What follows belongs to an exercise in optimizing a design on an open flow for a short achievable clock period and few clock cycles; a production flow would make more cautious choices.
Function was checked by simulation only, so behaviour that the tests miss may differ from the original.

## top_proc
module top_proc #(parameter [31:0] INITIAL_PC = 32'h00400000)
  (
    output wire [31:0] PC,             
    output wire [31:0] dAddress,       
    output wire [31:0] dWriteData,     
    output wire MemRead,               
    output wire MemWrite,              
    input wire clk,                    
    input wire rst,                    
    input wire [31:0] instr,           
    input wire [31:0] dReadData);
clock: 13.0 ns
lec_check: 0
abc_clock_period_in_ps: 3000
cap_margin: 20
core_margin: 2
core_utilization: 40
cts_cluster_diameter: 100
cts_cluster_size: 18
place_density: 0.6
slew_margin: 20
synth_hierarchical: 1
standard.sh (not shown) runs the stock make flow with config.mk's settings and CLKGATE_MAP_FILE= SYNTH_SCRIPT=/design/flow/synth_recipe.tcl, a recipe that flattens the netlist after the stock synthesis.
==> flow/flow/run.sh <==
#!/bin/bash
# The standard layout, with timing repair aiming well past the design's
# clock period (setup margin), so that the achieved period is as short as
# the design allows. The constraints are the design's own.
set -euo pipefail
MARGIN=$(cat flow/margin.txt)
bash standard.sh SETUP_SLACK_MARGIN=$MARGIN finish > standard_flow.log 2>&1
==> flow/flow/margin.txt <==
9.3
The baseline finished with timing, DRC and antenna clean.
Testbench counts at the start, summed over its fixed seeds: cycles 16,524.
Then changed:
--- a/flow/design.v
+++ b/flow/design.v
@@ -81,17 +81,16 @@
   assign PC = {pc_out, 2'b00};
   reg [31:0] rf1_e, rf2_e, imm_e;
   reg        s1m_e, s1w_e, s1r_e;           
   reg        s2m_e, s2w_e, s2r_e, s2i_e;    
   reg        s2mp_e, s2mn_e, s2wp_e, s2wn_e, s2rp_e, s2rn_e;   
   reg        h1m_e, h1w_e, h1r_e, h2m_e, h2w_e, h2r_e, h2i_e;
   reg        c1m_e, c1w_e, c1r_e, c2m_e, c2w_e, c2r_e;
   reg        d2m_e, d2w_e, d2r_e;
-  reg        z1m_e, z1w_e, z1r_e, z2m_e, z2w_e, z2r_e, z2i_e;    
   reg        sub_e, arith_e;
   reg [6:0]  sel_e, asel_e, wsel_e;
   reg [4:0]  rd_e;
   reg        we_e;       
   reg        lw_e;       
   reg        ld_e;       
   reg        st_e;       
   reg        br_e;       
@@ -130,17 +129,16 @@
   wire op_slt = is_alu & f3 == 3'b010;
   wire op_xor = is_alu & f3 == 3'b100;
   wire op_or  = is_alu & f3 == 3'b110;
   wire op_and = is_alu & f3 == 3'b111;
   wire op_sll = is_alu & f3 == 3'b001;
   wire op_sr  = is_alu & f3 == 3'b101;
   wire inv2   = op_sub | op_slt;    
   wire is_sh  = op_sll | op_sr;
-  wire is_add = is_alu & (f3 == 3'b000) & ~(is_r & f7b5);    
   wire [31:0] wb_m = lw_m ? dReadData : rwd_m;
   wire [31:0] rf1, rf2;
   regfile regfile_inst (
     .readData1(rf1), .readData2(rf2), .clk(clk),
     .readReg1(rs1), .readReg2(rs2),
     .writeReg(rd_m), .writeData(wb_m), .write(we_m));
   wire hitE1 = we_e & (rd_e == rs1);    
   wire hitE2 = we_e & (rd_e == rs2);
@@ -164,23 +162,18 @@
   opmux #(32) sd_mux (.y(sd), .a(res_m), .b(wb_w), .c(rf2_e), .d(32'b0),
                       .sa(d2m_e), .sb(d2w_e), .sc(d2r_e), .sd(1'b0));
   wire [31:0] alu_e, alu_a, alu_w;
   alu alu_inst (.result(alu_e), .aresult(alu_a), .wresult(alu_w),
                 .op1(op1), .op2(op2), .cin(sub_e),
                 .sop1(sop1), .shamt(shamt), .arith(arith_e), .sel(sel_e),
                 .asel(asel_e), .wsel(wsel_e));
   wire eq_e = (cmp1 == cmp2);
-  wire [31:0] zop1, zop2;
-  opmux #(32) zop1_mux (.y(zop1), .a(res_m), .b(wb_w), .c(rf1_e), .d(32'b0),
-                        .sa(z1m_e), .sb(z1w_e), .sc(z1r_e), .sd(1'b0));
-  opmux #(32) zop2_mux (.y(zop2), .a(res_m), .b(wb_w), .c(rf2_e), .d(imm_e),
-                        .sa(z2m_e), .sb(z2w_e), .sc(z2r_e), .sd(z2i_e));
-  wire zero_e;
-  sum_zero sum_zero_inst (.z(zero_e), .a(zop1), .b(zop2));
+  wire zero_e;           
+  sum_zero sum_zero_inst (.z(zero_e), .a(op1), .b(op2));
   wire mispred = br_e & (eq_e ^ pred_e);
   reg        mp_r;
   reg [31:2] alt_r;
   always @(posedge clk) begin
     mp_r  <= ~rst & mispred;
     alt_r <= alt_e;
   end
   wire dep = lw_e & (((rd_e == rs1) & use1) | ((rd_e == rs2) & use2));
@@ -212,17 +205,17 @@
       rp_e <= 1'b0; add_e <= 1'b0;
     end else begin
       we_e <= ex & is_alu & (rd != 5'd0);
       lw_e <= ex & is_lw & (rd != 5'd0);
       ld_e <= ex & is_lw;
       st_e <= ex & is_sw;
       br_e <= ex & is_beq & ((rs1 != rs2) | ~near);
       rp_e <= go & dep;
-      add_e <= ex & is_add & (rd != 5'd0);
+      add_e <= ex & is_alu & (f3 == 3'b000) & ~(is_r & f7b5) & (rd != 5'd0);
     end
     rf1_e   <= rf1;
     rf2_e   <= rf2;
     imm_e   <= is_beq ? imm_b : is_sw ? imm_s : op_slt ? ~imm_i : imm_i;
     s1m_e   <= hitE1;
     s1w_e   <= ~hitE1 & hitM1;
     s1r_e   <= ~hitE1 & ~hitM1;
     s2i_e   <= use_imm;
@@ -243,23 +236,16 @@
     h2w_e   <= is_sh & ~use_imm & ~hitE2 & hitM2;
     h2r_e   <= is_sh & ~use_imm & ~hitE2 & ~hitM2;
     c1m_e   <= is_beq & hitE1;
     c1w_e   <= is_beq & ~hitE1 & hitM1;
     c1r_e   <= is_beq & ~hitE1 & ~hitM1;
     c2m_e   <= is_beq & hitE2;
     c2w_e   <= is_beq & ~hitE2 & hitM2;
     c2r_e   <= is_beq & ~hitE2 & ~hitM2;
-    z1m_e   <= is_add & hitE1;
-    z1w_e   <= is_add & ~hitE1 & hitM1;
-    z1r_e   <= is_add & ~hitE1 & ~hitM1;
-    z2i_e   <= is_add & is_i;
-    z2m_e   <= is_add & is_r & hitE2;
-    z2w_e   <= is_add & is_r & ~hitE2 & hitM2;
-    z2r_e   <= is_add & is_r & ~hitE2 & ~hitM2;
     d2m_e   <= is_sw & hitE2;
     d2w_e   <= is_sw & ~hitE2 & hitM2;
     d2r_e   <= is_sw & ~hitE2 & ~hitM2;
     sub_e   <= inv2;
     arith_e <= f7b5;
     sel_e   <= {op_sr, op_sll, op_and, op_or, op_xor, op_slt, op_add | op_sub};
     asel_e  <= {6'b0, is_lw | is_sw};
     wsel_e  <= {op_sr, op_sll, op_and, op_or, op_xor, op_slt, op_add | op_sub} & {7{is_alu}};
After rerunning: Wire length went down by 1.8%; hold slack is better by 0.014 ns; core utilization went up by 0.62 points; non-clock buffer count went up by 75; area after synthesis went down by 1.8%.
Testbench counts after the change, summed over its fixed seeds: cycles 16,524.

what the ideal ports hide:
In the flow no input, the clock included, has a driving cell. The finished layouts below were timed again as built, in two steps. Step 1 (the two cells are an assumption about what drives the block):
set clk [get_ports {clk}]
set_driving_cell -lib_cell sky130_fd_sc_hd__clkbuf_16 $clk
set_driving_cell -lib_cell sky130_fd_sc_hd__buf_2 [delete_from_list [all_inputs] $clk]
Step 2 adds t to the input delays and takes it off the output delays; t is the mean of the earliest and latest rising clock arrival at the registers after step 1. Input paths then give back, and output paths get back, about the clock's delay inside the block. a / b / c = no drivers / after step 1 / after step 2; a / b = the first two.
| run | t, ns | setup WS [ns] | worst setup path after step 2 | slew at the worst register clock pin (ns) | worst data-port slew with drivers (ns) |
|---|---|---|---|---|---|
| the first run | 0.842 | 9.036 / 8.815 / 7.973 | input to register | 0.09 / 0.09 | 0.52 |
| the second run | 0.828 | 9.044 / 8.941 / 8.113 | input to register | 0.09 / 0.09 | 0.38 |
After both steps every run listed still meets setup and hold. The setup slack of the first run, which loses most, moves by -0.221 ns with the drivers and by -1.063 ns with both steps.
